Background: an optimization exercise with open tools, aiming at small area. Do not read the settings as production practice.
The RTL was checked by simulation tests, not by an equivalence proof against the original design.

==> flow/design.v, too long to show whole: its modules and the start of the top module <==
// module MAC_DSP: 665 lines
// module adder_tree: 1955 lines
// module mac_array: 36 lines
module mac_array#(
    parameter   BATCH   = 32,
    parameter   DATA_W  = 8,
    parameter   RES_W   = 32
    )(
    input   clk,
    input   rst,
    input   new_acc,
    input   [BATCH  -1 : 0][DATA_W  -1 : 0] vec_a,
    input   [BATCH  -1 : 0][DATA_W  -1 : 0] vec_b,
    output  [BATCH  -1 : 0][RES_W   -1 : 0] vec_out,
    output  [RES_W  -1 : 0] sca_out
    );
  // ...
==> flow/flow/run.sh <==
#!/bin/bash
# The standard layout (standard synthesis, floorplan, placement, CTS,
# routing) with two changes:
# - the port buffers that placement inserts on every input and output use the
#   smallest buffer cell instead of a delay buffer;
# - CTS clusters more flip-flops per leaf buffer and adds no dummy loads.
set -euo pipefail
export BUFFER_PORTS_ARGS="-buffer_cell sky130_fd_sc_hd__buf_1"
export CTS_ARGS="-sink_clustering_enable -repair_clock_nets -dont_use_dummy_load -sink_clustering_size 24 -sink_clustering_max_diameter 120"
bash standard.sh > standard.log 2>&1
==> flow/standard.sh <==
#!/bin/bash
# synth_recipe.tcl (not shown) runs the flow's synth.tcl, then flattens the netlist and writes it again
# the make line also repeats each setting of config.mk as NAME=value (left out here)
make -C /OpenROAD-flow-scripts/flow DESIGN_CONFIG=/design/flow/config.mk WORK_HOME=/design/flow/orfs CLKGATE_MAP_FILE= SYNTH_SCRIPT=/design/flow/synth_recipe.tcl "${@:-finish}"
==> flow/config.mk <==
export PLATFORM = sky130hd
export DESIGN_NAME = mac_array
export DESIGN_NICKNAME = mac_array
export VERILOG_FILES = /design/flow/design.v
export SDC_FILE = /design/flow/constraint.sdc
export NUM_CORES = 4
export LEC_CHECK = 0
export CAP_MARGIN = 35
export CORE_MARGIN = 2
export CORE_UTILIZATION = 60
export SLEW_MARGIN = 35
==> flow/constraint.sdc <==
create_clock -name core_clock -period 6.0 [get_ports {clk}]
set_input_delay 1.2000 -clock core_clock [delete_from_list [all_inputs] [get_ports {clk}]]
set_output_delay 1.2000 -clock core_clock [all_outputs]
set_load 0.01 [all_outputs]
==> summary.md, run 1 <==
| Metric | Value |
|---|---|
| Status | finished clean |
| Slowest-stage cell, CP | dfxtp_1 |
| Min Tclk post-route | 5670 ps |
| Critical Path, Cell by Cell | or4b_4, nor3_4, or3b_1, or3_4, or4_4, nor4_2, a41oi_1, xnor2_1, buf_1 |
| Yosys top cell area share | 0.326 |
| Kind of critical path | flip-flop to output pin |
| CTS Buffer Depth | 3 |
| Inverters | between 2,000 and 2,500 |
| Seq/Total Area, Yosys | 0.308 |
| Type of the tightest min-delay check | flip-flop to flip-flop |
| Clk sinks | 2,296 |
| # setup viols final | 0 |
| Number of flops mapped to enable cells by yosys | 0 |
| Met3 Wirelength | between 40,000 and 50,000 µm |
| Top routing layer in use | met5 |
| Register Area | ~46,000 µm² |
| Critical Path End | vec_out[543] |
| Initial Utilization | 0.602 |
| Mean Syn Cell Area | ~11 µm² |
| Max Fclk | 176 MHz |
| Tap cell count | 3,330 |
| Largest net degree at the start of global routing | 160 |
| Setup crit end kind | output pin |
| Buf/Inv on CP | 1 |
| Share of cells above drive strength 1 | 0.0250 |
| Clock buf/inv share | 0.0168 |
| Met3 global-route usage | 0.127 |
| Setup bufs post-CTS | 0 |
| Commonest non-fill, non-tap cell in the layout | fa_1 |
| Die Height | 503 µm |
| Via density | roughly 5.3 |
| Setup TNS | 0 ps |
| Largest family of logic cells by synthesized area | adder cells |
| GRT Max-Usage Layer | met2 |
| Worst-path maximum fanout | 4 |
| Gr ovfl total | 0 |
| Initial antenna violation count | 64 |
| Hold EP | adder_tree_inst.d4[16] |
| DRT met1 WL | roughly 180,000 µm |
| Post-synth cell types | 64 |
| Compound-Gate Fraction of Synth Area | 0.0192 |
==> module MAC_DSP, before the edit <==
module MAC_DSP (
    input         clk,
    input         sload_reg,
    input  [7:0]  a,
    input  [7:0]  b,
    output [15:0] prod,
    output [31:0] accum_out
    );
    reg [7:0]  a_reg, b_reg;
    reg [15:0] mult_reg;
    reg [15:0] lo;
    reg [15:0] hi;
    reg        inc, dec;
    wire [15:0] upper;
    wire m0;
    wire m1;
    wire m2;
    wire m3;
    wire m4;
    wire m5;
    wire m6;
    wire m7;
    wire m8;
    wire m9;
    wire m10;
    wire m11;
    wire m12;
    wire m13;
    wire m14;
    wire m15;
    wire m16;
    wire m17;
    wire m18;
    wire m19;
    wire m20;
    wire m21;
    wire m22;
    wire m23;
    wire m24;
    wire m25;
    wire m26;
    wire m27;
    wire m28;
    wire m29;
    wire m30;
    wire m31;
    wire m32;
    wire m33;
    wire m34;
    wire m35;
    wire m36;
    wire m37;
    wire m38;
    wire m39;
    wire m40;
    wire m41;
    wire m42;
    wire m43;
    wire m44;
    wire m45;
    wire m46;
    wire m47;
    wire m48;
    wire m49;
    wire m50;
    wire m51;
    wire m52;
    wire m53;
    wire m54;
    wire m55;
    wire m56;
    wire m57;
    wire m58;
    wire m59;
    wire m60;
    wire m61;
    wire m62;
    wire m63;
    wire m64;
    wire m65;
    wire m66;
    wire m67;
    wire m68;
    wire m69;
    wire m70;
    wire m71;
    wire m72;
    wire m73;
    wire m74;
    wire m75;
    wire m76;
    wire m77;
    wire m78;
    wire m79;
    wire m80;
    wire m81;
    wire m82;
    wire m83;
    wire m84;
    wire m85;
    wire m86;
    wire m87;
    wire m88;
    wire m89;
    wire m90;
    wire m91;
    wire m92;
    wire m93;
    wire m94;
    wire m95;
    wire m96;
    wire m97;
    wire m98;
    wire m99;
    wire m100;
    wire m101;
    wire m102;
    wire m103;
    wire m104;
    wire m105;
    wire m106;
    wire m107;
    wire m108;
    wire m109;
    wire m110;
    wire m111;
    wire m112;
    wire m113;
    wire m114;
    wire m115;
    wire m116;
    wire m117;
    wire m118;
    wire m119;
    wire m120;
    wire m121;
    wire m122;
    wire m123;
    wire m124;
    wire m125;
    wire m126;
    wire m127;
    wire m128;
    wire m129;
    wire m130;
    wire m131;
    wire m132;
    wire m133;
    wire m134;
    wire m135;
    wire m136;
    wire m137;
    wire m138;
    wire m139;
    wire m140;
    wire m141;
    wire m142;
    wire m143;
    wire m144;
    wire m145;
    wire m146;
    wire m147;
    wire m148;
    wire m149;
    wire m150;
    wire m151;
    wire m152;
    wire m153;
    wire m154;
    wire m155;
    wire m156;
    wire m157;
    wire m158;
    wire m159;
    wire m160;
    wire m161;
    wire m162;
    wire m163;
    wire m164;
    wire m165;
    wire m166;
    wire m167;
    wire m168;
    wire m169;
    wire m170;
    wire m171;
    wire m172;
    wire m173;
    wire m174;
    wire m175;
    wire m176;
    wire m177;
    wire m178;
    wire m179;
    wire m180;
    wire m181;
    wire m182;
    wire m183;
    wire m184;
    wire m185;
    wire m186;
    wire m187;
    wire m188;
    wire m189;
    wire m190;
    wire m191;
    wire m192;
    wire m193;
    wire m194;
    wire m195;
    wire m196;
    wire m197;
    wire m198;
    wire m199;
    wire m200;
    wire m201;
    wire m202;
    wire m203;
    wire m204;
    wire m205;
    wire m206;
    wire m207;
    wire m208;
    wire m209;
    wire m210;
    wire m211;
    wire m212;
    wire m213;
    wire m214;
    wire m215;
    wire m216;
    wire m217;
    wire m218;
    wire m219;
    wire m220;
    wire m221;
    wire m222;
    wire m223;
    wire m224;
    wire m225;
    wire m226;
    wire m227;
    wire m228;
    wire m229;
    wire m230;
    wire m231;
    wire m232;
    wire m233;
    wire m234;
    wire m235;
    wire m236;
    wire m237;
    wire m238;
    wire m239;
    wire m240;
    wire m241;
    wire m242;
    wire m243;
    wire m244;
    wire m245;
    wire m246;
    wire m247;
    wire m248;
    wire m249;
    wire m250;
    wire m251;
    wire m252;
    wire m253;
    wire m254;
    wire m255;
    wire m256;
    wire m257;
    wire m258;
    wire m259;
    wire m260;
    wire m261;
    wire m262;
    wire m263;
    wire m264;
    wire m265;
    wire m266;
    wire m267;
    wire m268;
    wire m269;
    wire m270;
    wire m271;
    wire m272;
    wire m273;
    wire m274;
    wire m275;
    wire m276;
    wire m277;
    wire m278;
    wire m279;
    wire m280;
    wire m281;
    wire m282;
    wire m283;
    wire m284;
    wire m285;
    wire m286;
    wire m287;
    wire m288;
    wire m289;
    wire m290;
    wire m291;
    wire m292;
    wire m293;
    wire m294;
    wire m295;
    wire m296;
    wire m297;
    wire m298;
    wire m299;
    wire m300;
    wire m301;
    wire m302;
    wire m303;
    wire m304;
    wire m305;
    wire m306;
    wire m307;
    wire m308;
    wire m309;
    wire m310;
    wire m311;
    wire m312;
    wire m313;
    wire m314;
    wire m315;
    wire m316;
    wire m317;
    wire m318;
    assign m0 = a_reg[0] & b_reg[0];
    assign m1 = a_reg[0] & b_reg[1];
    assign m2 = a_reg[0] & b_reg[2];
    assign m3 = a_reg[0] & b_reg[3];
    assign m4 = a_reg[0] & b_reg[4];
    assign m5 = a_reg[0] & b_reg[5];
    assign m6 = a_reg[0] & b_reg[6];
    assign m7 = ~(a_reg[0] & b_reg[7]);
    assign m8 = a_reg[1] & b_reg[0];
    assign m9 = a_reg[1] & b_reg[1];
    assign m10 = a_reg[1] & b_reg[2];
    assign m11 = a_reg[1] & b_reg[3];
    assign m12 = a_reg[1] & b_reg[4];
    assign m13 = a_reg[1] & b_reg[5];
    assign m14 = a_reg[1] & b_reg[6];
    assign m15 = ~(a_reg[1] & b_reg[7]);
    assign m16 = a_reg[2] & b_reg[0];
    assign m17 = a_reg[2] & b_reg[1];
    assign m18 = a_reg[2] & b_reg[2];
    assign m19 = a_reg[2] & b_reg[3];
    assign m20 = a_reg[2] & b_reg[4];
    assign m21 = a_reg[2] & b_reg[5];
    assign m22 = a_reg[2] & b_reg[6];
    assign m23 = ~(a_reg[2] & b_reg[7]);
    assign m24 = a_reg[3] & b_reg[0];
    assign m25 = a_reg[3] & b_reg[1];
    assign m26 = a_reg[3] & b_reg[2];
    assign m27 = a_reg[3] & b_reg[3];
    assign m28 = a_reg[3] & b_reg[4];
    assign m29 = a_reg[3] & b_reg[5];
    assign m30 = a_reg[3] & b_reg[6];
    assign m31 = ~(a_reg[3] & b_reg[7]);
    assign m32 = a_reg[4] & b_reg[0];
    assign m33 = a_reg[4] & b_reg[1];
    assign m34 = a_reg[4] & b_reg[2];
    assign m35 = a_reg[4] & b_reg[3];
    assign m36 = a_reg[4] & b_reg[4];
    assign m37 = a_reg[4] & b_reg[5];
    assign m38 = a_reg[4] & b_reg[6];
    assign m39 = ~(a_reg[4] & b_reg[7]);
    assign m40 = a_reg[5] & b_reg[0];
    assign m41 = a_reg[5] & b_reg[1];
    assign m42 = a_reg[5] & b_reg[2];
    assign m43 = a_reg[5] & b_reg[3];
    assign m44 = a_reg[5] & b_reg[4];
    assign m45 = a_reg[5] & b_reg[5];
    assign m46 = a_reg[5] & b_reg[6];
    assign m47 = ~(a_reg[5] & b_reg[7]);
    assign m48 = a_reg[6] & b_reg[0];
    assign m49 = a_reg[6] & b_reg[1];
    assign m50 = a_reg[6] & b_reg[2];
    assign m51 = a_reg[6] & b_reg[3];
    assign m52 = a_reg[6] & b_reg[4];
    assign m53 = a_reg[6] & b_reg[5];
    assign m54 = a_reg[6] & b_reg[6];
    assign m55 = ~(a_reg[6] & b_reg[7]);
    assign m56 = ~(a_reg[7] & b_reg[0]);
    assign m57 = ~(a_reg[7] & b_reg[1]);
    assign m58 = ~(a_reg[7] & b_reg[2]);
    assign m59 = ~(a_reg[7] & b_reg[3]);
    assign m60 = ~(a_reg[7] & b_reg[4]);
    assign m61 = ~(a_reg[7] & b_reg[5]);
    assign m62 = ~(a_reg[7] & b_reg[6]);
    assign m63 = a_reg[7] & b_reg[7];
    assign m64 = m13 ^ m20;
    assign m65 = m13 & m20;
    assign m66 = m14 ^ m21 ^ m28;
    assign m67 = (m14 & m21) | (m14 & m28) | (m21 & m28);
    assign m68 = m35 ^ m42;
    assign m69 = m35 & m42;
    assign m70 = 1'b1 ^ m15 ^ m22;
    assign m71 = (1'b1 & m15) | (1'b1 & m22) | (m15 & m22);
    assign m72 = m29 ^ m36 ^ m43;
    assign m73 = (m29 & m36) | (m29 & m43) | (m36 & m43);
    assign m74 = m23 ^ m30 ^ m37;
    assign m75 = (m23 & m30) | (m23 & m37) | (m30 & m37);
    assign m76 = m11 ^ m18;
    assign m77 = m11 & m18;
    assign m78 = m12 ^ m19 ^ m26;
    assign m79 = (m12 & m19) | (m12 & m26) | (m19 & m26);
    assign m80 = m33 ^ m40;
    assign m81 = m33 & m40;
    assign m82 = m27 ^ m34 ^ m41;
    assign m83 = (m27 & m34) | (m27 & m41) | (m34 & m41);
    assign m84 = m48 ^ m6 ^ m64;
    assign m85 = (m48 & m6) | (m48 & m64) | (m6 & m64);
    assign m86 = m49 ^ m56 ^ m7;
    assign m87 = (m49 & m56) | (m49 & m7) | (m56 & m7);
    assign m88 = m65 ^ m68 ^ m66;
    assign m89 = (m65 & m68) | (m65 & m66) | (m68 & m66);
    assign m90 = m50 ^ m57 ^ m69;
    assign m91 = (m50 & m57) | (m50 & m69) | (m57 & m69);
    assign m92 = m67 ^ m70 ^ m72;
    assign m93 = (m67 & m70) | (m67 & m72) | (m70 & m72);
    assign m94 = m44 ^ m51 ^ m58;
    assign m95 = (m44 & m51) | (m44 & m58) | (m51 & m58);
    assign m96 = m71 ^ m73 ^ m74;
    assign m97 = (m71 & m73) | (m71 & m74) | (m73 & m74);
    assign m98 = m31 ^ m38 ^ m45;
    assign m99 = (m31 & m38) | (m31 & m45) | (m38 & m45);
    assign m100 = m52 ^ m59 ^ m75;
    assign m101 = (m52 & m59) | (m52 & m75) | (m59 & m75);
    assign m102 = m39 ^ m46 ^ m53;
    assign m103 = (m39 & m46) | (m39 & m53) | (m46 & m53);
    assign m104 = m10 ^ m17;
    assign m105 = m10 & m17;
    assign m106 = m25 ^ m32 ^ m4;
    assign m107 = (m25 & m32) | (m25 & m4) | (m32 & m4);
    assign m108 = m5 ^ m77 ^ m80;
    assign m109 = (m5 & m77) | (m5 & m80) | (m77 & m80);
    assign m110 = m81 ^ m79 ^ m82;
    assign m111 = (m81 & m79) | (m81 & m82) | (m79 & m82);
    assign m112 = m83 ^ m86 ^ m85;
    assign m113 = (m83 & m86) | (m83 & m85) | (m86 & m85);
    assign m114 = m87 ^ m90 ^ m89;
    assign m115 = (m87 & m90) | (m87 & m89) | (m90 & m89);
    assign m116 = m91 ^ m94 ^ m93;
    assign m117 = (m91 & m94) | (m91 & m93) | (m94 & m93);
    assign m118 = m95 ^ m98 ^ m100;
    assign m119 = (m95 & m98) | (m95 & m100) | (m98 & m100);
    assign m120 = m60 ^ m99 ^ m102;
    assign m121 = (m60 & m99) | (m60 & m102) | (m99 & m102);
    assign m122 = m47 ^ m54 ^ m61;
    assign m123 = (m47 & m54) | (m47 & m61) | (m54 & m61);
    assign m124 = m16 ^ m2;
    assign m125 = m16 & m2;
    assign m126 = m24 ^ m3 ^ m104;
    assign m127 = (m24 & m3) | (m24 & m104) | (m3 & m104);
    assign m128 = m105 ^ m76 ^ m106;
    assign m129 = (m105 & m76) | (m105 & m106) | (m76 & m106);
    assign m130 = m107 ^ m78 ^ m108;
    assign m131 = (m107 & m78) | (m107 & m108) | (m78 & m108);
    assign m132 = m109 ^ m84 ^ m110;
    assign m133 = (m109 & m84) | (m109 & m110) | (m84 & m110);
    assign m134 = m111 ^ m88 ^ m112;
    assign m135 = (m111 & m88) | (m111 & m112) | (m88 & m112);
    assign m136 = m113 ^ m92 ^ m114;
    assign m137 = (m113 & m92) | (m113 & m114) | (m92 & m114);
    assign m138 = m96 ^ m115 ^ m116;
    assign m139 = (m96 & m115) | (m96 & m116) | (m115 & m116);
    assign m140 = m97 ^ m117 ^ m118;
    assign m141 = (m97 & m117) | (m97 & m118) | (m117 & m118);
    assign m142 = m101 ^ m120 ^ m119;
    assign m143 = (m101 & m120) | (m101 & m119) | (m120 & m119);
    assign m144 = m103 ^ m122 ^ m121;
    assign m145 = (m103 & m122) | (m103 & m121) | (m122 & m121);
    assign m146 = m55 ^ m62 ^ m123;
    assign m147 = (m55 & m62) | (m55 & m123) | (m62 & m123);
    assign m148 = m1 ^ m8;
    assign m149 = m1 & m8;
    assign m150 = m9 ^ m124 ^ m149;
    assign m151 = (m9 & m124) | (m9 & m149) | (m124 & m149);
    assign m152 = m125 ^ m126 ^ m151;
    assign m153 = (m125 & m126) | (m125 & m151) | (m126 & m151);
    assign m154 = m127 ^ m128 ^ m153;
    assign m155 = (m127 & m128) | (m127 & m153) | (m128 & m153);
    assign m156 = m129 ^ m130 ^ m155;
    assign m157 = (m129 & m130) | (m129 & m155) | (m130 & m155);
    assign m158 = m131 ^ m132 ^ m157;
    assign m159 = (m131 & m132) | (m131 & m157) | (m132 & m157);
    assign m160 = m133 ^ m134 ^ m159;
    assign m161 = (m133 & m134) | (m133 & m159) | (m134 & m159);
    assign m162 = m135 ^ m136 ^ m161;
    assign m163 = (m135 & m136) | (m135 & m161) | (m136 & m161);
    assign m164 = m137 ^ m138 ^ m163;
    assign m165 = (m137 & m138) | (m137 & m163) | (m138 & m163);
    assign m166 = m139 ^ m140;
    assign m167 = m139 & m140;
    assign m168 = m141 ^ m142 ^ m167;
    assign m169 = (m141 & m142) | (m141 & m167) | (m142 & m167);
    assign m170 = m144 ^ m143 ^ m169;
    assign m171 = (m144 & m143) | (m144 & m169) | (m143 & m169);
    assign m172 = m146 ^ m145 ^ m171;
    assign m173 = (m146 & m145) | (m146 & m171) | (m145 & m171);
    assign m174 = m63 ^ m147 ^ m173;
    assign m175 = (m63 & m147) | (m63 & m173) | (m147 & m173);
    assign m176 = m166 ^ m165;
    assign m177 = m165 & m166;
    assign m178 = m168 ^ m177;
    assign m179 = m166 & m168;
    assign m180 = m165 & m179;
    assign m181 = m170 ^ m180;
    assign m182 = m179 & m170;
    assign m183 = m165 & m182;
    assign m184 = m172 ^ m183;
    assign m185 = m182 & m172;
    assign m186 = m165 & m185;
    assign m187 = m174 ^ m186;
    assign m188 = m185 & m174;
    assign m189 = m165 & m188;
    assign m190 = m175 ^ m189;
    assign m191 = ~mult_reg[15];
    assign m192 = lo[4] & ~sload_reg;
    assign m193 = lo[5] & ~sload_reg;
    assign m194 = lo[6] & ~sload_reg;
    assign m195 = lo[7] & ~sload_reg;
    assign m196 = lo[8] & ~sload_reg;
    assign m197 = lo[9] & ~sload_reg;
    assign m198 = lo[10] & ~sload_reg;
    assign m199 = lo[11] & ~sload_reg;
    assign m200 = lo[12] & ~sload_reg;
    assign m201 = lo[13] & ~sload_reg;
    assign m202 = lo[14] & ~sload_reg;
    assign m203 = lo[15] & ~sload_reg;
    assign m204 = lo[0] ^ mult_reg[0];
    assign m205 = lo[0] & mult_reg[0];
    assign m206 = lo[1] ^ mult_reg[1] ^ m205;
    assign m207 = (lo[1] & mult_reg[1]) | (lo[1] & m205) | (mult_reg[1] & m205);
    assign m208 = lo[2] ^ mult_reg[2] ^ m207;
    assign m209 = (lo[2] & mult_reg[2]) | (lo[2] & m207) | (mult_reg[2] & m207);
    assign m210 = lo[3] ^ mult_reg[3] ^ m209;
    assign m211 = (lo[3] & mult_reg[3]) | (lo[3] & m209) | (mult_reg[3] & m209);
    assign m212 = m211 & ~sload_reg;
    assign m213 = m192 ^ mult_reg[4] ^ m212;
    assign m214 = (m192 & mult_reg[4]) | (m192 & m212) | (mult_reg[4] & m212);
    assign m215 = m193 ^ mult_reg[5] ^ m214;
    assign m216 = (m193 & mult_reg[5]) | (m193 & m214) | (mult_reg[5] & m214);
    assign m217 = m194 ^ mult_reg[6] ^ m216;
    assign m218 = (m194 & mult_reg[6]) | (m194 & m216) | (mult_reg[6] & m216);
    assign m219 = m195 ^ mult_reg[7] ^ m218;
    assign m220 = (m195 & mult_reg[7]) | (m195 & m218) | (mult_reg[7] & m218);
    assign m221 = m196 ^ mult_reg[8] ^ m220;
    assign m222 = (m196 & mult_reg[8]) | (m196 & m220) | (mult_reg[8] & m220);
    assign m223 = m197 ^ mult_reg[9] ^ m222;
    assign m224 = (m197 & mult_reg[9]) | (m197 & m222) | (mult_reg[9] & m222);
    assign m225 = m198 ^ mult_reg[10] ^ m224;
    assign m226 = (m198 & mult_reg[10]) | (m198 & m224) | (mult_reg[10] & m224);
    assign m227 = m199 ^ mult_reg[11];
    assign m228 = m199 & mult_reg[11];
    assign m229 = m200 ^ mult_reg[12] ^ m228;
    assign m230 = (m200 & mult_reg[12]) | (m200 & m228) | (mult_reg[12] & m228);
    assign m231 = m201 ^ mult_reg[13] ^ m230;
    assign m232 = (m201 & mult_reg[13]) | (m201 & m230) | (mult_reg[13] & m230);
    assign m233 = m202 ^ mult_reg[14] ^ m232;
    assign m234 = (m202 & mult_reg[14]) | (m202 & m232) | (mult_reg[14] & m232);
    assign m235 = m203 ^ m191 ^ m234;
    assign m236 = (m203 & m191) | (m203 & m234) | (m191 & m234);
    assign m237 = m227 ^ m226;
    assign m238 = m226 & m227;
    assign m239 = m229 ^ m238;
    assign m240 = m227 & m229;
    assign m241 = m226 & m240;
    assign m242 = m231 ^ m241;
    assign m243 = m240 & m231;
    assign m244 = m226 & m243;
    assign m245 = m233 ^ m244;
    assign m246 = m243 & m233;
    assign m247 = m226 & m246;
    assign m248 = m235 ^ m247;
    assign m249 = m246 & m235;
    assign m250 = m236 | (m226 & m249);
    assign m251 = sload_reg ? mult_reg[0] : m204;
    assign m252 = sload_reg ? mult_reg[1] : m206;
    assign m253 = sload_reg ? mult_reg[2] : m208;
    assign m254 = sload_reg ? mult_reg[3] : m210;
    assign m255 = m250 & ~m191;
    assign m256 = ~m250 & m191;
    assign m257 = inc | dec;
    assign m258 = hi[0] ^ m257;
    assign m259 = (inc & hi[0]) | (dec & ~hi[0]);
    assign m260 = hi[1] ^ m259;
    assign m261 = hi[0] & hi[1];
    assign m262 = ~hi[0] & ~hi[1];
    assign m263 = (inc & m261) | (dec & m262);
    assign m264 = hi[2] ^ m263;
    assign m265 = m261 & hi[2];
    assign m266 = m262 & ~hi[2];
    assign m267 = (inc & m265) | (dec & m266);
    assign m268 = hi[3] ^ m267;
    assign m269 = m265 & hi[3];
    assign m270 = m266 & ~hi[3];
    assign m271 = (inc & m269) | (dec & m270);
    assign m272 = hi[4] ^ m271;
    assign m273 = m269 & hi[4];
    assign m274 = m270 & ~hi[4];
    assign m275 = (inc & m273) | (dec & m274);
    assign m276 = hi[5] ^ m275;
    assign m277 = m273 & hi[5];
    assign m278 = m274 & ~hi[5];
    assign m279 = (inc & m277) | (dec & m278);
    assign m280 = hi[6] ^ m279;
    assign m281 = m277 & hi[6];
    assign m282 = m278 & ~hi[6];
    assign m283 = (inc & m281) | (dec & m282);
    assign m284 = hi[7] ^ m283;
    assign m285 = m281 & hi[7];
    assign m286 = m282 & ~hi[7];
    assign m287 = (inc & m285) | (dec & m286);
    assign m288 = hi[8] ^ m287;
    assign m289 = m285 & hi[8];
    assign m290 = m286 & ~hi[8];
    assign m291 = (inc & m289) | (dec & m290);
    assign m292 = hi[9] ^ m291;
    assign m293 = m289 & hi[9];
    assign m294 = m290 & ~hi[9];
    assign m295 = (inc & m293) | (dec & m294);
    assign m296 = hi[10] ^ m295;
    assign m297 = m293 & hi[10];
    assign m298 = m294 & ~hi[10];
    assign m299 = (inc & m297) | (dec & m298);
    assign m300 = hi[11] ^ m299;
    assign m301 = m297 & hi[11];
    assign m302 = m298 & ~hi[11];
    assign m303 = (inc & m301) | (dec & m302);
    assign m304 = hi[12] ^ m303;
    assign m305 = m301 & hi[12];
    assign m306 = m302 & ~hi[12];
    assign m307 = (inc & m305) | (dec & m306);
    assign m308 = hi[13] ^ m307;
    assign m309 = m305 & hi[13];
    assign m310 = m306 & ~hi[13];
    assign m311 = (inc & m309) | (dec & m310);
    assign m312 = hi[14] ^ m311;
    assign m313 = m309 & hi[14];
    assign m314 = m310 & ~hi[14];
    assign m315 = (inc & m313) | (dec & m314);
    assign m316 = hi[15] ^ m315;
    assign m317 = m313 & hi[15];
    assign m318 = m314 & ~hi[15];
    assign upper = {m316, m312, m308, m304, m300, m296, m292, m288, m284, m280, m276, m272, m268, m264, m260, m258};
    always @(posedge clk) begin
        a_reg     <= a;
        b_reg     <= b;
        mult_reg  <= {m190, m187, m184, m181, m178, m176, m164, m162, m160, m158, m156, m154, m152, m150, m148, m0};
        lo        <= {m248, m245, m242, m239, m237, m225, m223, m221, m219, m217, m215, m213, m254, m253, m252, m251};
        inc       <= m255;
        dec       <= m256;
        hi        <= upper & {16{~sload_reg}};
    end
    assign prod      = mult_reg;
    assign accum_out = {upper, lo};
endmodule
==> run 2: changes to the inputs <==
--- a/flow/design.v
+++ b/flow/design.v
@@ -331,6 +331,23 @@
     wire m316;
     wire m317;
     wire m318;
+    wire m319;
+    wire m320;
+    wire m321;
+    wire m322;
+    wire m323;
+    wire m324;
+    wire m325;
+    wire m326;
+    wire m327;
+    wire m328;
+    wire m329;
+    wire m330;
+    wire m331;
+    wire m332;
+    wire m333;
+    wire m334;
+    wire m335;
     assign m0 = a_reg[0] & b_reg[0];
     assign m1 = a_reg[0] & b_reg[1];
     assign m2 = a_reg[0] & b_reg[2];
@@ -395,269 +412,286 @@
     assign m61 = ~(a_reg[7] & b_reg[5]);
     assign m62 = ~(a_reg[7] & b_reg[6]);
     assign m63 = a_reg[7] & b_reg[7];
-    assign m64 = m13 ^ m20;
-    assign m65 = m13 & m20;
-    assign m66 = m14 ^ m21 ^ m28;
-    assign m67 = (m14 & m21) | (m14 & m28) | (m21 & m28);
-    assign m68 = m35 ^ m42;
-    assign m69 = m35 & m42;
-    assign m70 = 1'b1 ^ m15 ^ m22;
-    assign m71 = (1'b1 & m15) | (1'b1 & m22) | (m15 & m22);
-    assign m72 = m29 ^ m36 ^ m43;
-    assign m73 = (m29 & m36) | (m29 & m43) | (m36 & m43);
-    assign m74 = m23 ^ m30 ^ m37;
-    assign m75 = (m23 & m30) | (m23 & m37) | (m30 & m37);
-    assign m76 = m11 ^ m18;
-    assign m77 = m11 & m18;
-    assign m78 = m12 ^ m19 ^ m26;
-    assign m79 = (m12 & m19) | (m12 & m26) | (m19 & m26);
-    assign m80 = m33 ^ m40;
-    assign m81 = m33 & m40;
-    assign m82 = m27 ^ m34 ^ m41;
-    assign m83 = (m27 & m34) | (m27 & m41) | (m34 & m41);
-    assign m84 = m48 ^ m6 ^ m64;
-    assign m85 = (m48 & m6) | (m48 & m64) | (m6 & m64);
-    assign m86 = m49 ^ m56 ^ m7;
-    assign m87 = (m49 & m56) | (m49 & m7) | (m56 & m7);
-    assign m88 = m65 ^ m68 ^ m66;
-    assign m89 = (m65 & m68) | (m65 & m66) | (m68 & m66);
-    assign m90 = m50 ^ m57 ^ m69;
-    assign m91 = (m50 & m57) | (m50 & m69) | (m57 & m69);
-    assign m92 = m67 ^ m70 ^ m72;
-    assign m93 = (m67 & m70) | (m67 & m72) | (m70 & m72);
-    assign m94 = m44 ^ m51 ^ m58;
-    assign m95 = (m44 & m51) | (m44 & m58) | (m51 & m58);
-    assign m96 = m71 ^ m73 ^ m74;
-    assign m97 = (m71 & m73) | (m71 & m74) | (m73 & m74);
-    assign m98 = m31 ^ m38 ^ m45;
-    assign m99 = (m31 & m38) | (m31 & m45) | (m38 & m45);
-    assign m100 = m52 ^ m59 ^ m75;
-    assign m101 = (m52 & m59) | (m52 & m75) | (m59 & m75);
-    assign m102 = m39 ^ m46 ^ m53;
-    assign m103 = (m39 & m46) | (m39 & m53) | (m46 & m53);
-    assign m104 = m10 ^ m17;
-    assign m105 = m10 & m17;
-    assign m106 = m25 ^ m32 ^ m4;
-    assign m107 = (m25 & m32) | (m25 & m4) | (m32 & m4);
-    assign m108 = m5 ^ m77 ^ m80;
-    assign m109 = (m5 & m77) | (m5 & m80) | (m77 & m80);
-    assign m110 = m81 ^ m79 ^ m82;
-    assign m111 = (m81 & m79) | (m81 & m82) | (m79 & m82);
-    assign m112 = m83 ^ m86 ^ m85;
-    assign m113 = (m83 & m86) | (m83 & m85) | (m86 & m85);
-    assign m114 = m87 ^ m90 ^ m89;
-    assign m115 = (m87 & m90) | (m87 & m89) | (m90 & m89);
-    assign m116 = m91 ^ m94 ^ m93;
-    assign m117 = (m91 & m94) | (m91 & m93) | (m94 & m93);
-    assign m118 = m95 ^ m98 ^ m100;
-    assign m119 = (m95 & m98) | (m95 & m100) | (m98 & m100);
-    assign m120 = m60 ^ m99 ^ m102;
-    assign m121 = (m60 & m99) | (m60 & m102) | (m99 & m102);
-    assign m122 = m47 ^ m54 ^ m61;
-    assign m123 = (m47 & m54) | (m47 & m61) | (m54 & m61);
-    assign m124 = m16 ^ m2;
-    assign m125 = m16 & m2;
-    assign m126 = m24 ^ m3 ^ m104;
-    assign m127 = (m24 & m3) | (m24 & m104) | (m3 & m104);
-    assign m128 = m105 ^ m76 ^ m106;
-    assign m129 = (m105 & m76) | (m105 & m106) | (m76 & m106);
-    assign m130 = m107 ^ m78 ^ m108;
-    assign m131 = (m107 & m78) | (m107 & m108) | (m78 & m108);
-    assign m132 = m109 ^ m84 ^ m110;
-    assign m133 = (m109 & m84) | (m109 & m110) | (m84 & m110);
-    assign m134 = m111 ^ m88 ^ m112;
-    assign m135 = (m111 & m88) | (m111 & m112) | (m88 & m112);
-    assign m136 = m113 ^ m92 ^ m114;
-    assign m137 = (m113 & m92) | (m113 & m114) | (m92 & m114);
-    assign m138 = m96 ^ m115 ^ m116;
-    assign m139 = (m96 & m115) | (m96 & m116) | (m115 & m116);
-    assign m140 = m97 ^ m117 ^ m118;
-    assign m141 = (m97 & m117) | (m97 & m118) | (m117 & m118);
-    assign m142 = m101 ^ m120 ^ m119;
-    assign m143 = (m101 & m120) | (m101 & m119) | (m120 & m119);
-    assign m144 = m103 ^ m122 ^ m121;
-    assign m145 = (m103 & m122) | (m103 & m121) | (m122 & m121);
-    assign m146 = m55 ^ m62 ^ m123;
-    assign m147 = (m55 & m62) | (m55 & m123) | (m62 & m123);
-    assign m148 = m1 ^ m8;
-    assign m149 = m1 & m8;
-    assign m150 = m9 ^ m124 ^ m149;
-    assign m151 = (m9 & m124) | (m9 & m149) | (m124 & m149);
-    assign m152 = m125 ^ m126 ^ m151;
-    assign m153 = (m125 & m126) | (m125 & m151) | (m126 & m151);
-    assign m154 = m127 ^ m128 ^ m153;
-    assign m155 = (m127 & m128) | (m127 & m153) | (m128 & m153);
-    assign m156 = m129 ^ m130 ^ m155;
-    assign m157 = (m129 & m130) | (m129 & m155) | (m130 & m155);
-    assign m158 = m131 ^ m132 ^ m157;
-    assign m159 = (m131 & m132) | (m131 & m157) | (m132 & m157);
-    assign m160 = m133 ^ m134 ^ m159;
-    assign m161 = (m133 & m134) | (m133 & m159) | (m134 & m159);
-    assign m162 = m135 ^ m136 ^ m161;
-    assign m163 = (m135 & m136) | (m135 & m161) | (m136 & m161);
-    assign m164 = m137 ^ m138 ^ m163;
-    assign m165 = (m137 & m138) | (m137 & m163) | (m138 & m163);
-    assign m166 = m139 ^ m140;
-    assign m167 = m139 & m140;
-    assign m168 = m141 ^ m142 ^ m167;
-    assign m169 = (m141 & m142) | (m141 & m167) | (m142 & m167);
-    assign m170 = m144 ^ m143 ^ m169;
-    assign m171 = (m144 & m143) | (m144 & m169) | (m143 & m169);
-    assign m172 = m146 ^ m145 ^ m171;
-    assign m173 = (m146 & m145) | (m146 & m171) | (m145 & m171);
-    assign m174 = m63 ^ m147 ^ m173;
-    assign m175 = (m63 & m147) | (m63 & m173) | (m147 & m173);
-    assign m176 = m166 ^ m165;
-    assign m177 = m165 & m166;
-    assign m178 = m168 ^ m177;
-    assign m179 = m166 & m168;
-    assign m180 = m165 & m179;
-    assign m181 = m170 ^ m180;
-    assign m182 = m179 & m170;
-    assign m183 = m165 & m182;
-    assign m184 = m172 ^ m183;
-    assign m185 = m182 & m172;
-    assign m186 = m165 & m185;
-    assign m187 = m174 ^ m186;
-    assign m188 = m185 & m174;
-    assign m189 = m165 & m188;
-    assign m190 = m175 ^ m189;
-    assign m191 = ~mult_reg[15];
-    assign m192 = lo[4] & ~sload_reg;
-    assign m193 = lo[5] & ~sload_reg;
-    assign m194 = lo[6] & ~sload_reg;
-    assign m195 = lo[7] & ~sload_reg;
-    assign m196 = lo[8] & ~sload_reg;
-    assign m197 = lo[9] & ~sload_reg;
-    assign m198 = lo[10] & ~sload_reg;
-    assign m199 = lo[11] & ~sload_reg;
-    assign m200 = lo[12] & ~sload_reg;
-    assign m201 = lo[13] & ~sload_reg;
-    assign m202 = lo[14] & ~sload_reg;
-    assign m203 = lo[15] & ~sload_reg;
-    assign m204 = lo[0] ^ mult_reg[0];
-    assign m205 = lo[0] & mult_reg[0];
-    assign m206 = lo[1] ^ mult_reg[1] ^ m205;
-    assign m207 = (lo[1] & mult_reg[1]) | (lo[1] & m205) | (mult_reg[1] & m205);
-    assign m208 = lo[2] ^ mult_reg[2] ^ m207;
-    assign m209 = (lo[2] & mult_reg[2]) | (lo[2] & m207) | (mult_reg[2] & m207);
-    assign m210 = lo[3] ^ mult_reg[3] ^ m209;
-    assign m211 = (lo[3] & mult_reg[3]) | (lo[3] & m209) | (mult_reg[3] & m209);
-    assign m212 = m211 & ~sload_reg;
-    assign m213 = m192 ^ mult_reg[4] ^ m212;
-    assign m214 = (m192 & mult_reg[4]) | (m192 & m212) | (mult_reg[4] & m212);
-    assign m215 = m193 ^ mult_reg[5] ^ m214;
-    assign m216 = (m193 & mult_reg[5]) | (m193 & m214) | (mult_reg[5] & m214);
-    assign m217 = m194 ^ mult_reg[6] ^ m216;
-    assign m218 = (m194 & mult_reg[6]) | (m194 & m216) | (mult_reg[6] & m216);
-    assign m219 = m195 ^ mult_reg[7] ^ m218;
-    assign m220 = (m195 & mult_reg[7]) | (m195 & m218) | (mult_reg[7] & m218);
-    assign m221 = m196 ^ mult_reg[8] ^ m220;
-    assign m222 = (m196 & mult_reg[8]) | (m196 & m220) | (mult_reg[8] & m220);
-    assign m223 = m197 ^ mult_reg[9] ^ m222;
-    assign m224 = (m197 & mult_reg[9]) | (m197 & m222) | (mult_reg[9] & m222);
-    assign m225 = m198 ^ mult_reg[10] ^ m224;
-    assign m226 = (m198 & mult_reg[10]) | (m198 & m224) | (mult_reg[10] & m224);
-    assign m227 = m199 ^ mult_reg[11];
-    assign m228 = m199 & mult_reg[11];
-    assign m229 = m200 ^ mult_reg[12] ^ m228;
-    assign m230 = (m200 & mult_reg[12]) | (m200 & m228) | (mult_reg[12] & m228);
-    assign m231 = m201 ^ mult_reg[13] ^ m230;
-    assign m232 = (m201 & mult_reg[13]) | (m201 & m230) | (mult_reg[13] & m230);
-    assign m233 = m202 ^ mult_reg[14] ^ m232;
-    assign m234 = (m202 & mult_reg[14]) | (m202 & m232) | (mult_reg[14] & m232);
-    assign m235 = m203 ^ m191 ^ m234;
-    assign m236 = (m203 & m191) | (m203 & m234) | (m191 & m234);
-    assign m237 = m227 ^ m226;
-    assign m238 = m226 & m227;
-    assign m239 = m229 ^ m238;
-    assign m240 = m227 & m229;
-    assign m241 = m226 & m240;
-    assign m242 = m231 ^ m241;
-    assign m243 = m240 & m231;
-    assign m244 = m226 & m243;
-    assign m245 = m233 ^ m244;
-    assign m246 = m243 & m233;
-    assign m247 = m226 & m246;
-    assign m248 = m235 ^ m247;
-    assign m249 = m246 & m235;
-    assign m250 = m236 | (m226 & m249);
-    assign m251 = sload_reg ? mult_reg[0] : m204;
-    assign m252 = sload_reg ? mult_reg[1] : m206;
-    assign m253 = sload_reg ? mult_reg[2] : m208;
-    assign m254 = sload_reg ? mult_reg[3] : m210;
-    assign m255 = m250 & ~m191;
-    assign m256 = ~m250 & m191;
-    assign m257 = inc | dec;
-    assign m258 = hi[0] ^ m257;
-    assign m259 = (inc & hi[0]) | (dec & ~hi[0]);
-    assign m260 = hi[1] ^ m259;
-    assign m261 = hi[0] & hi[1];
-    assign m262 = ~hi[0] & ~hi[1];
-    assign m263 = (inc & m261) | (dec & m262);
-    assign m264 = hi[2] ^ m263;
-    assign m265 = m261 & hi[2];
-    assign m266 = m262 & ~hi[2];
-    assign m267 = (inc & m265) | (dec & m266);
-    assign m268 = hi[3] ^ m267;
-    assign m269 = m265 & hi[3];
-    assign m270 = m266 & ~hi[3];
-    assign m271 = (inc & m269) | (dec & m270);
-    assign m272 = hi[4] ^ m271;
-    assign m273 = m269 & hi[4];
-    assign m274 = m270 & ~hi[4];
-    assign m275 = (inc & m273) | (dec & m274);
-    assign m276 = hi[5] ^ m275;
-    assign m277 = m273 & hi[5];
-    assign m278 = m274 & ~hi[5];
-    assign m279 = (inc & m277) | (dec & m278);
-    assign m280 = hi[6] ^ m279;
-    assign m281 = m277 & hi[6];
-    assign m282 = m278 & ~hi[6];
-    assign m283 = (inc & m281) | (dec & m282);
-    assign m284 = hi[7] ^ m283;
-    assign m285 = m281 & hi[7];
-    assign m286 = m282 & ~hi[7];
-    assign m287 = (inc & m285) | (dec & m286);
-    assign m288 = hi[8] ^ m287;
-    assign m289 = m285 & hi[8];
-    assign m290 = m286 & ~hi[8];
-    assign m291 = (inc & m289) | (dec & m290);
-    assign m292 = hi[9] ^ m291;
-    assign m293 = m289 & hi[9];
-    assign m294 = m290 & ~hi[9];
-    assign m295 = (inc & m293) | (dec & m294);
-    assign m296 = hi[10] ^ m295;
-    assign m297 = m293 & hi[10];
-    assign m298 = m294 & ~hi[10];
-    assign m299 = (inc & m297) | (dec & m298);
-    assign m300 = hi[11] ^ m299;
-    assign m301 = m297 & hi[11];
-    assign m302 = m298 & ~hi[11];
-    assign m303 = (inc & m301) | (dec & m302);
-    assign m304 = hi[12] ^ m303;
-    assign m305 = m301 & hi[12];
-    assign m306 = m302 & ~hi[12];
-    assign m307 = (inc & m305) | (dec & m306);
-    assign m308 = hi[13] ^ m307;
-    assign m309 = m305 & hi[13];
-    assign m310 = m306 & ~hi[13];
-    assign m311 = (inc & m309) | (dec & m310);
-    assign m312 = hi[14] ^ m311;
-    assign m313 = m309 & hi[14];
-    assign m314 = m310 & ~hi[14];
-    assign m315 = (inc & m313) | (dec & m314);
-    assign m316 = hi[15] ^ m315;
-    assign m317 = m313 & hi[15];
-    assign m318 = m314 & ~hi[15];
-    assign upper = {m316, m312, m308, m304, m300, m296, m292, m288, m284, m280, m276, m272, m268, m264, m260, m258};
+    assign m64 = a_reg[1] & b_reg[7];
+    assign m65 = m13 ^ m20;
+    assign m66 = m13 & m20;
+    assign m67 = m14 ^ m21 ^ m28;
+    assign m68 = (m14 & m21) | (m14 & m28) | (m21 & m28);
+    assign m69 = m35 ^ m42;
+    assign m70 = m35 & m42;
+    assign m71 = m22 ^ m29 ^ m36;
+    assign m72 = (m22 & m29) | (m22 & m36) | (m29 & m36);
+    assign m73 = m43 ^ m50;
+    assign m74 = m43 & m50;
+    assign m75 = m15 ^ m23 ^ m30;
+    assign m76 = (m15 & m23) | (m15 & m30) | (m23 & m30);
+    assign m77 = m37 ^ m44;
+    assign m78 = m37 & m44;
+    assign m79 = m31 ^ m38;
+    assign m80 = m31 & m38;
+    assign m81 = m11 ^ m18;
+    assign m82 = m11 & m18;
+    assign m83 = m12 ^ m19 ^ m26;
+    assign m84 = (m12 & m19) | (m12 & m26) | (m19 & m26);
+    assign m85 = m33 ^ m40;
+    assign m86 = m33 & m40;
+    assign m87 = m27 ^ m34 ^ m41;
+    assign m88 = (m27 & m34) | (m27 & m41) | (m34 & m41);
+    assign m89 = m48 ^ m6 ^ m65;
+    assign m90 = (m48 & m6) | (m48 & m65) | (m6 & m65);
+    assign m91 = m49 ^ m56 ^ m7;
+    assign m92 = (m49 & m56) | (m49 & m7) | (m56 & m7);
+    assign m93 = m66 ^ m69 ^ m67;
+    assign m94 = (m66 & m69) | (m66 & m67) | (m69 & m67);
+    assign m95 = m57 ^ m64 ^ m70;
+    assign m96 = (m57 & m64) | (m57 & m70) | (m64 & m70);
+    assign m97 = m73 ^ m68 ^ m71;
+    assign m98 = (m73 & m68) | (m73 & m71) | (m68 & m71);
+    assign m99 = m51 ^ m58 ^ m74;
+    assign m100 = (m51 & m58) | (m51 & m74) | (m58 & m74);
+    assign m101 = m77 ^ m72 ^ m75;
+    assign m102 = (m77 & m72) | (m77 & m75) | (m72 & m75);
+    assign m103 = m45 ^ m52 ^ m59;
+    assign m104 = (m45 & m52) | (m45 & m59) | (m52 & m59);
+    assign m105 = m78 ^ m79 ^ m76;
+    assign m106 = (m78 & m79) | (m78 & m76) | (m79 & m76);
+    assign m107 = m39 ^ m46 ^ m53;
+    assign m108 = (m39 & m46) | (m39 & m53) | (m46 & m53);
+    assign m109 = m60 ^ m80;
+    assign m110 = m60 & m80;
+    assign m111 = m47 ^ m54;
+    assign m112 = m47 & m54;
+    assign m113 = m10 ^ m17;
+    assign m114 = m10 & m17;
+    assign m115 = m25 ^ m32 ^ m4;
+    assign m116 = (m25 & m32) | (m25 & m4) | (m32 & m4);
+    assign m117 = m5 ^ m82 ^ m85;
+    assign m118 = (m5 & m82) | (m5 & m85) | (m82 & m85);
+    assign m119 = m86 ^ m84 ^ m87;
+    assign m120 = (m86 & m84) | (m86 & m87) | (m84 & m87);
+    assign m121 = m88 ^ m91 ^ m90;
+    assign m122 = (m88 & m91) | (m88 & m90) | (m91 & m90);
+    assign m123 = m92 ^ m95 ^ m94;
+    assign m124 = (m92 & m95) | (m92 & m94) | (m95 & m94);
+    assign m125 = m96 ^ m99 ^ m98;
+    assign m126 = (m96 & m99) | (m96 & m98) | (m99 & m98);
+    assign m127 = m100 ^ m103 ^ m102;
+    assign m128 = (m100 & m103) | (m100 & m102) | (m103 & m102);
+    assign m129 = m104 ^ m109 ^ m107;
+    assign m130 = (m104 & m109) | (m104 & m107) | (m109 & m107);
+    assign m131 = m61 ^ m111 ^ m108;
+    assign m132 = (m61 & m111) | (m61 & m108) | (m111 & m108);
+    assign m133 = m55 ^ m62;
+    assign m134 = m55 & m62;
+    assign m135 = m16 ^ m2;
+    assign m136 = m16 & m2;
+    assign m137 = m24 ^ m3 ^ m113;
+    assign m138 = (m24 & m3) | (m24 & m113) | (m3 & m113);
+    assign m139 = m114 ^ m81 ^ m115;
+    assign m140 = (m114 & m81) | (m114 & m115) | (m81 & m115);
+    assign m141 = m116 ^ m83 ^ m117;
+    assign m142 = (m116 & m83) | (m116 & m117) | (m83 & m117);
+    assign m143 = m118 ^ m89 ^ m119;
+    assign m144 = (m118 & m89) | (m118 & m119) | (m89 & m119);
+    assign m145 = m120 ^ m93 ^ m121;
+    assign m146 = (m120 & m93) | (m120 & m121) | (m93 & m121);
+    assign m147 = m122 ^ m97 ^ m123;
+    assign m148 = (m122 & m97) | (m122 & m123) | (m97 & m123);
+    assign m149 = m101 ^ m124 ^ m125;
+    assign m150 = (m101 & m124) | (m101 & m125) | (m124 & m125);
+    assign m151 = m105 ^ m126 ^ m127;
+    assign m152 = (m105 & m126) | (m105 & m127) | (m126 & m127);
+    assign m153 = m106 ^ m129 ^ m128;
+    assign m154 = (m106 & m129) | (m106 & m128) | (m129 & m128);
+    assign m155 = m110 ^ m130 ^ m131;
+    assign m156 = (m110 & m130) | (m110 & m131) | (m130 & m131);
+    assign m157 = m112 ^ m133 ^ m132;
+    assign m158 = (m112 & m133) | (m112 & m132) | (m133 & m132);
+    assign m159 = m63 ^ m134;
+    assign m160 = m63 & m134;
+    assign m161 = m1 ^ m8;
+    assign m162 = m1 & m8;
+    assign m163 = m9 ^ m135 ^ m162;
+    assign m164 = (m9 & m135) | (m9 & m162) | (m135 & m162);
+    assign m165 = m136 ^ m137 ^ m164;
+    assign m166 = (m136 & m137) | (m136 & m164) | (m137 & m164);
+    assign m167 = m138 ^ m139 ^ m166;
+    assign m168 = (m138 & m139) | (m138 & m166) | (m139 & m166);
+    assign m169 = m140 ^ m141 ^ m168;
+    assign m170 = (m140 & m141) | (m140 & m168) | (m141 & m168);
+    assign m171 = m142 ^ m143 ^ m170;
+    assign m172 = (m142 & m143) | (m142 & m170) | (m143 & m170);
+    assign m173 = m144 ^ m145 ^ m172;
+    assign m174 = (m144 & m145) | (m144 & m172) | (m145 & m172);
+    assign m175 = m146 ^ m147 ^ m174;
+    assign m176 = (m146 & m147) | (m146 & m174) | (m147 & m174);
+    assign m177 = m148 ^ m149 ^ m176;
+    assign m178 = (m148 & m149) | (m148 & m176) | (m149 & m176);
+    assign m179 = m150 ^ m151;
+    assign m180 = m150 & m151;
+    assign m181 = m152 ^ m153 ^ m180;
+    assign m182 = (m152 & m153) | (m152 & m180) | (m153 & m180);
+    assign m183 = m155 ^ m154 ^ m182;
+    assign m184 = (m155 & m154) | (m155 & m182) | (m154 & m182);
+    assign m185 = m156 ^ m157 ^ m184;
+    assign m186 = (m156 & m157) | (m156 & m184) | (m157 & m184);
+    assign m187 = m159 ^ m158 ^ m186;
+    assign m188 = (m159 & m158) | (m159 & m186) | (m158 & m186);
+    assign m189 = m160 ^ m188;
+    assign m190 = m160 & m188;
+    assign m191 = m179 ^ m178;
+    assign m192 = m178 & m179;
+    assign m193 = m181 ^ m192;
+    assign m194 = m179 & m181;
+    assign m195 = m178 & m194;
+    assign m196 = m183 ^ m195;
+    assign m197 = m194 & m183;
+    assign m198 = m178 & m197;
+    assign m199 = m185 ^ m198;
+    assign m200 = m197 & m185;
+    assign m201 = m178 & m200;
+    assign m202 = m187 ^ m201;
+    assign m203 = m200 & m187;
+    assign m204 = m178 & m203;
+    assign m205 = m189 ^ m204;
+    assign m206 = ~mult_reg[15];
+    assign m207 = lo[0] ^ mult_reg[0];
+    assign m208 = lo[0] & mult_reg[0];
+    assign m209 = lo[1] ^ mult_reg[1] ^ m208;
+    assign m210 = (lo[1] & mult_reg[1]) | (lo[1] & m208) | (mult_reg[1] & m208);
+    assign m211 = lo[2] ^ mult_reg[2] ^ m210;
+    assign m212 = (lo[2] & mult_reg[2]) | (lo[2] & m210) | (mult_reg[2] & m210);
+    assign m213 = lo[3] ^ mult_reg[3] ^ m212;
+    assign m214 = (lo[3] & mult_reg[3]) | (lo[3] & m212) | (mult_reg[3] & m212);
+    assign m215 = lo[4] ^ mult_reg[4] ^ m214;
+    assign m216 = (lo[4] & mult_reg[4]) | (lo[4] & m214) | (mult_reg[4] & m214);
+    assign m217 = lo[5] ^ mult_reg[5] ^ m216;
+    assign m218 = (lo[5] & mult_reg[5]) | (lo[5] & m216) | (mult_reg[5] & m216);
+    assign m219 = lo[6] ^ mult_reg[6] ^ m218;
+    assign m220 = (lo[6] & mult_reg[6]) | (lo[6] & m218) | (mult_reg[6] & m218);
+    assign m221 = lo[7] ^ mult_reg[7] ^ m220;
+    assign m222 = (lo[7] & mult_reg[7]) | (lo[7] & m220) | (mult_reg[7] & m220);
+    assign m223 = lo[8] ^ mult_reg[8] ^ m222;
+    assign m224 = (lo[8] & mult_reg[8]) | (lo[8] & m222) | (mult_reg[8] & m222);
+    assign m225 = lo[9] ^ mult_reg[9] ^ m224;
+    assign m226 = (lo[9] & mult_reg[9]) | (lo[9] & m224) | (mult_reg[9] & m224);
+    assign m227 = lo[10] ^ mult_reg[10];
+    assign m228 = lo[10] & mult_reg[10];
+    assign m229 = lo[11] ^ mult_reg[11] ^ m228;
+    assign m230 = (lo[11] & mult_reg[11]) | (lo[11] & m228) | (mult_reg[11] & m228);
+    assign m231 = lo[12] ^ mult_reg[12] ^ m230;
+    assign m232 = (lo[12] & mult_reg[12]) | (lo[12] & m230) | (mult_reg[12] & m230);
+    assign m233 = lo[13] ^ mult_reg[13] ^ m232;
+    assign m234 = (lo[13] & mult_reg[13]) | (lo[13] & m232) | (mult_reg[13] & m232);
+    assign m235 = lo[14] ^ mult_reg[14] ^ m234;
+    assign m236 = (lo[14] & mult_reg[14]) | (lo[14] & m234) | (mult_reg[14] & m234);
+    assign m237 = lo[15] ^ m206 ^ m236;
+    assign m238 = (lo[15] & m206) | (lo[15] & m236) | (m206 & m236);
+    assign m239 = m227 ^ m226;
+    assign m240 = m226 & m227;
+    assign m241 = m229 ^ m240;
+    assign m242 = m227 & m229;
+    assign m243 = m226 & m242;
+    assign m244 = m231 ^ m243;
+    assign m245 = m242 & m231;
+    assign m246 = m226 & m245;
+    assign m247 = m233 ^ m246;
+    assign m248 = m245 & m233;
+    assign m249 = m226 & m248;
+    assign m250 = m235 ^ m249;
+    assign m251 = m248 & m235;
+    assign m252 = m226 & m251;
+    assign m253 = m237 ^ m252;
+    assign m254 = m251 & m237;
+    assign m255 = (m238 | (m226 & m254)) & ~sload_reg;
+    assign m256 = sload_reg ? mult_reg[0] : m207;
+    assign m257 = sload_reg ? mult_reg[1] : m209;
+    assign m258 = sload_reg ? mult_reg[2] : m211;
+    assign m259 = sload_reg ? mult_reg[3] : m213;
+    assign m260 = sload_reg ? mult_reg[4] : m215;
+    assign m261 = sload_reg ? mult_reg[5] : m217;
+    assign m262 = sload_reg ? mult_reg[6] : m219;
+    assign m263 = sload_reg ? mult_reg[7] : m221;
+    assign m264 = sload_reg ? mult_reg[8] : m223;
+    assign m265 = sload_reg ? mult_reg[9] : m225;
+    assign m266 = sload_reg ? mult_reg[10] : m239;
+    assign m267 = sload_reg ? mult_reg[11] : m241;
+    assign m268 = sload_reg ? mult_reg[12] : m244;
+    assign m269 = sload_reg ? mult_reg[13] : m247;
+    assign m270 = sload_reg ? mult_reg[14] : m250;
+    assign m271 = sload_reg ? m206 : m253;
+    assign m272 = m255 & ~m206;
+    assign m273 = ~m255 & m206;
+    assign m274 = inc | dec;
+    assign m275 = hi[0] ^ m274;
+    assign m276 = (inc & hi[0]) | (dec & ~hi[0]);
+    assign m277 = hi[1] ^ m276;
+    assign m278 = hi[0] & hi[1];
+    assign m279 = ~hi[0] & ~hi[1];
+    assign m280 = (inc & m278) | (dec & m279);
+    assign m281 = hi[2] ^ m280;
+    assign m282 = m278 & hi[2];
+    assign m283 = m279 & ~hi[2];
+    assign m284 = (inc & m282) | (dec & m283);
+    assign m285 = hi[3] ^ m284;
+    assign m286 = m282 & hi[3];
+    assign m287 = m283 & ~hi[3];
+    assign m288 = (inc & m286) | (dec & m287);
+    assign m289 = hi[4] ^ m288;
+    assign m290 = m286 & hi[4];
+    assign m291 = m287 & ~hi[4];
+    assign m292 = (inc & m290) | (dec & m291);
+    assign m293 = hi[5] ^ m292;
+    assign m294 = m290 & hi[5];
+    assign m295 = m291 & ~hi[5];
+    assign m296 = (inc & m294) | (dec & m295);
+    assign m297 = hi[6] ^ m296;
+    assign m298 = m294 & hi[6];
+    assign m299 = m295 & ~hi[6];
+    assign m300 = (inc & m298) | (dec & m299);
+    assign m301 = hi[7] ^ m300;
+    assign m302 = m298 & hi[7];
+    assign m303 = m299 & ~hi[7];
+    assign m304 = (inc & m302) | (dec & m303);
+    assign m305 = hi[8] ^ m304;
+    assign m306 = m302 & hi[8];
+    assign m307 = m303 & ~hi[8];
+    assign m308 = (inc & m306) | (dec & m307);
+    assign m309 = hi[9] ^ m308;
+    assign m310 = m306 & hi[9];
+    assign m311 = m307 & ~hi[9];
+    assign m312 = (inc & m310) | (dec & m311);
+    assign m313 = hi[10] ^ m312;
+    assign m314 = m310 & hi[10];
+    assign m315 = m311 & ~hi[10];
+    assign m316 = (inc & m314) | (dec & m315);
+    assign m317 = hi[11] ^ m316;
+    assign m318 = m314 & hi[11];
+    assign m319 = m315 & ~hi[11];
+    assign m320 = (inc & m318) | (dec & m319);
+    assign m321 = hi[12] ^ m320;
+    assign m322 = m318 & hi[12];
+    assign m323 = m319 & ~hi[12];
+    assign m324 = (inc & m322) | (dec & m323);
+    assign m325 = hi[13] ^ m324;
+    assign m326 = m322 & hi[13];
+    assign m327 = m323 & ~hi[13];
+    assign m328 = (inc & m326) | (dec & m327);
+    assign m329 = hi[14] ^ m328;
+    assign m330 = m326 & hi[14];
+    assign m331 = m327 & ~hi[14];
+    assign m332 = (inc & m330) | (dec & m331);
+    assign m333 = hi[15] ^ m332;
+    assign m334 = m330 & hi[15];
+    assign m335 = m331 & ~hi[15];
+    assign upper = {m333, m329, m325, m321, m317, m313, m309, m305, m301, m297, m293, m289, m285, m281, m277, m275};
     always @(posedge clk) begin
         a_reg     <= a;
         b_reg     <= b;
-        mult_reg  <= {m190, m187, m184, m181, m178, m176, m164, m162, m160, m158, m156, m154, m152, m150, m148, m0};
-        lo        <= {m248, m245, m242, m239, m237, m225, m223, m221, m219, m217, m215, m213, m254, m253, m252, m251};
-        inc       <= m255;
-        dec       <= m256;
+        mult_reg  <= {m205, m202, m199, m196, m193, m191, m177, m175, m173, m171, m169, m167, m165, m163, m161, m0};
+        lo        <= {m271, m270, m269, m268, m267, m266, m265, m264, m263, m262, m261, m260, m259, m258, m257, m256};
+        inc       <= m272;
+        dec       <= m273;
         hi        <= upper & {16{~sload_reg}};
     end
     assign prod      = mult_reg;
==> flow/run.sh (new file) <==
#!/bin/bash
# synth_recipe.tcl (not shown) runs the flow's synth.tcl, then flattens the netlist and writes it again
# the make line also repeats each setting of config.mk as NAME=value (left out here)
make -C /OpenROAD-flow-scripts/flow DESIGN_CONFIG=/design/flow/config.mk WORK_HOME=/design/flow/orfs CLKGATE_MAP_FILE= SYNTH_SCRIPT=/design/flow/synth_recipe.tcl finish
--- a/flow/config.mk
+++ b/flow/config.mk
@@ -7,5 +7,5 @@
 export LEC_CHECK = 0
 export CAP_MARGIN = 35
 export CORE_MARGIN = 2
-export CORE_UTILIZATION = 60
+export CORE_UTILIZATION = 40
 export SLEW_MARGIN = 35
removed: flow/flow/run.sh
removed: flow/standard.sh
==> run 2 against run 1 <==
  * Utilization fell by 16 points
  * Die area rose by 55%
  * Non-clock buffer count rose by 9
  * Via count rose by 3.2%
  * Critical path depth did not move
  * Global-route usage fell by 11 points
  * Still clean
  * Highest routed layer unchanged
  * Largest cell class unchanged
  * Routed wire length rose by 11%
==> summary.md, run 2 <==
| Metric | Value |
|---|---|
| Reg2reg path depth | 17 (was 16) |
| Hold Crit Depth | 0 (unchanged) |
| Final period util | 0.985 (was 0.946) |
| Type of the tightest min-delay check | flip-flop to flip-flop (unchanged) |
| CP delay by family, top | simple AND/OR/NAND/NOR gates (unchanged) |
| Core area | 386,000 µm² (was 248,000 µm²) |
| Cts bufs inserted | 285 (was 106) |
| Die Height | 626 µm (was 503 µm) |
| Pre-CTS WS | 555 ps (was 378 ps) |
| Setup crit end kind | output pin (unchanged) |
| Number of flops mapped to enable cells by yosys | 0 (unchanged) |
| Yosys top cell area share | 0.313 (was 0.326) |
| DR vias | 100,000 (was 97,200) |
| DR WL/cell | 25.0 µm (was 26.3 µm) |
| Die area | 392,000 µm² (was 253,000 µm²) |
| Residual DRC | 0 (unchanged) |
| Reg-to-Reg Start | ARR[25].mac_unit.mult_reg[0] (was ARR[2].mac_unit.lo[0]) |
| Critical R2R Capture | ARR[25].mac_unit.lo[15] (was ARR[2].mac_unit.lo[12]) |
| Synth Register Bits | 2,296 (unchanged) |
| Clock Pin Slew Worst Setup and Hold Paths | 60 ps (was 100 ps) |
| Req. time, crit path | 4800 ps (about the same) |
| DPL Wire Length | 458,000 µm (was 412,000 µm) |
| Area leader, netlist | fa_1 (unchanged) |
| Initial DRC Count | 5,268 (was 6,465) |
| Area contributors post-synth | fa_1 31%, dfxtp_1 30%, inv_1 6.4%, and2_1 5.6%, ha_1 5.4% (was fa_1 33%, dfxtp_1 31%, and2_1 5.8%, inv_1 5.6%, ha_1 4.0%) |
| Post-route ant nets | 0 (unchanged) |
| Final Max Slew Viols | 0 (unchanged) |
| # setup viols final | 0 (unchanged) |
| CTS Root Cell | clkbuf_16 (unchanged) |
| Largest net degree at the start of global routing | 194 (was 160) |
| Worst R2R Setup Slack | 540 ps (was 340 ps) |
| Worst setup margin | 89.8 ps (was 325 ps) |
| Cts hold-fix bufs | 0 (unchanged) |
| CP Data Arrival Time | 4710 ps (was 4470 ps) |
| Slowest-stage cell, CP | clkdlybuf4s50_1 (was dfxtp_1) |
| Mean Syn Cell Area | 10.6 µm² (was 10.8 µm²) |
| CP startpoint kind | flip-flop (unchanged) |
| Fillers | 35,800 (was 20,600) |
| Post-synth top cells | 2,653 x inv_1, 2,426 x fa_1, 2,296 x dfxtp_1, 1,399 x and2_1, 1,011 x nand2_1 (was 2,426 x fa_1, 2,296 x dfxtp_1, 2,215 x inv_1, 1,382 x and2_1, 905 x nand2_1) |
| Drt pass-1 iters | 6 (unchanged) |
| Post-Synthesis Cells | 14,700 (was 13,800) |
| Synth Flop Type | dfxtp_1 (unchanged) |
| Least-Margin Pin Slew | 1020 ps (was 928 ps) |
| Hold EP | adder_tree_inst.d4[12] (was adder_tree_inst.d4[16]) |
| Hold Crit Start | adder_tree_inst.d3[12] (was adder_tree_inst.d3[16]) |
| Seq/Total Area, Yosys | 0.297 (was 0.308) |
| CTS Buffer Depth | 4 (was 3) |
| Port bufs | 1,569 (unchanged) |
| Synth Cell Area | 155,000 µm² (was 149,000 µm²) |
| Initial Utilization | 0.402 (was 0.602) |
| Initial antenna violation count | 62 (was 64) |
| Crit path largest cell delay | 590 ps (was 880 ps) |
| Via density | 4.70 (was 5.33) |
| Fraction of registers with async set/reset | 0 (unchanged) |
| First-pass GRT wire length | 754,000 µm (was 687,000 µm) |
| Final Hold Viols | 0 (unchanged) |
| Max cap viols | 0 (unchanged) |
| Worst-path maximum fanout | 4 (unchanged) |
| Highest-count cells in the layout ignoring fill and taps | 2,653 x inv_1, 2,426 x fa_1, 2,288 x dfxtp_1 (was 2,426 x fa_1, 2,295 x dfxtp_1, 2,215 x inv_1) |
| Synth Net Count | 18,300 (was 17,300) |
| Clk sinks | 2,296 (unchanged) |
| Worst slew margin | 0.317 (was 0.381) |
| # rows | 228 (was 183) |
| Kind of critical path | flip-flop to output pin (unchanged) |
| Commonest non-fill, non-tap cell in the layout | inv_1 (was fa_1) |
| Vias in the first global route | 104,000 (was 102,000) |
| Die X | 626 µm (was 503 µm) |
| RSZ-0062 raised after global routing | yes (was no) |
| Final WL | 533,000 µm (was 479,000 µm) |
| Max Fclk | 169 MHz (was 176 MHz) |
| Critical path depth | 9 (unchanged) |
| GRT Util Overall | 0.271 (was 0.379) |
| Status | finished clean (unchanged) |
| Min Tclk post-route | 5910 ps (was 5670 ps) |
| H-tree Lvls | 5 (was 3) |
| Post-synth cell types | 62 (was 64) |
| I/O pin total | 1,571 (unchanged) |
| Number of nets in the layout | 19,500 (was 18,300) |
| Gr ovfl total | 0 (unchanged) |
| Critical Path, Cell by Cell | or4b_1, nor3_1, or4b_1, or4_1, or3_1, nor3_1, a21oi_1, xnor2_1, clkdlybuf4s50_1 (was or4b_4, nor3_4, or3b_1, or3_4, or4_4, nor4_2, a41oi_1, xnor2_1, buf_1) |
| CTS tree | done (unchanged) |
| Worst Skew | 60.8 ps (was 59.6 ps) |
| Buf/Inv on CP | 1 (unchanged) |
| Yosys warns | 3 (unchanged) |
| Layout area overhead | 18.2% (was 5.87%) |
| Post_cts resized | 21 (was 0) |
| Skew-Pair Late Insertion Delay | 940 ps (was 830 ps) |
| Most frequent cell after synthesis | inv_1 (was fa_1) |
| Setup bufs post-CTS | 0 (unchanged) |
| Final Wtd Congestion | 0.942 (was 1.00) |
| Share of cells above drive strength 1 | 0.0575 (was 0.0250) |
==> run 2: cell count changes in the layout (fill, tap and decap cells not counted), sizes merged, moves of 106 or more <==
cell | previous run | this run
mux2 | 128 | 321
buf | 1604 | 45
clkdlybuf4s50 | 0 | 1562
ha | 478 | 670
nand2 | 905 | 1011
clkbuf | 107 | 387
nor2b | 895 | 578
inv | 2215 | 2671
==> run 2: worst max path at each step <==
stage                                             from                      end  slack [ps]
final                             ARR[20].mac_unit.dec             vec_out[671]          90
after global routing              ARR[18].mac_unit.dec             vec_out[607]         -60
after CTS                          ARR[3].mac_unit.dec             vec_out[125]           3
after detailed placement  ARR[25].mac_unit.mult_reg[0]  ARR[25].mac_unit.lo[15]         560
after global placement    ARR[25].mac_unit.mult_reg[0]  ARR[25].mac_unit.lo[15]         620
after floorplan                 ARR[18].mac_unit.lo[0]  ARR[18].mac_unit.lo[10]        1200
==> run 2: final cells by class <==
class                      instances  area [µm²]  area share
inverter                        2653        9960      0.0544
antenna                           39        97.6    0.000533
clock buffer                     385        8140      0.0445
timing repair buffer            1614       16200      0.0883
multi-input combinational       9049       94700       0.517
tap                             5175        6470      0.0354
clock inverter                   123        1610     0.00877
sequential                      2296       46000       0.251
==> run 2: layer usage <==
layer / routed length (µm) / GRT usage / vias to the layer above / part of all wire
met2: 253000 / 0.453 / 2525 / 0.47
met5: 157 / 0 / - / 0.00029
met3: 32700 / 0.0550 / 816 / 0.061
met1: 208000 / 0.322 / 50400 / 0.39
met4: 39500 / 0.162 / 24 / 0.074
li1: - / - / 46500 / -
==> run 2: cell families after synthesis <==
logic type / synth area share
AOI/OAI and AO/OA: 0.0240
xor gates and xnor gates: 0.0469
DFF: 0.297
adders and majority gates: 0.368
muxes: 0.0283
buffers and inverters: 0.0930
and+or+nand+nor: 0.144
==> run 2: through the flow <==
step	hold slack [ps]	instances	util	setup TNS [ps]	cell area [µm²]
2_1_floorplan	310	14700	-	0	155000
5_1_grt	326	21300	0.475	-61.3	183000
6_report	310	21300	0.475	0	183000
4_1_cts	312	21300	0.474	0	183000
3_5_place_dp	312	20800	0.449	0	173000
3_3_place_gp	311	20800	0.449	0	173000

==> what the ideal ports hide <==
Ports are ideal in the flow. The routed layouts listed here were re-timed in OpenROAD.
Step 1, drivers: a clkbuf_16 drives clk and a buf_2 each remaining input, both assumed.
Step 2 moves the port delays by t, midway between the first and last clock arrival at a register: inputs arrive t later, outputs are due t later. That takes back most of the time a late clock gives input paths.
Slacks: ideal / step 1 / step 2; pairs: ideal / step 1.
run	t (ns)	slack for setup (ns)	cell pins on the clock port's net
run 1	0.916	0.325 / 0.207 / 0.341	1
run 2	1.018	0.090 / -0.026 / 0.539	1
After both steps setup and hold are still met in every run listed.
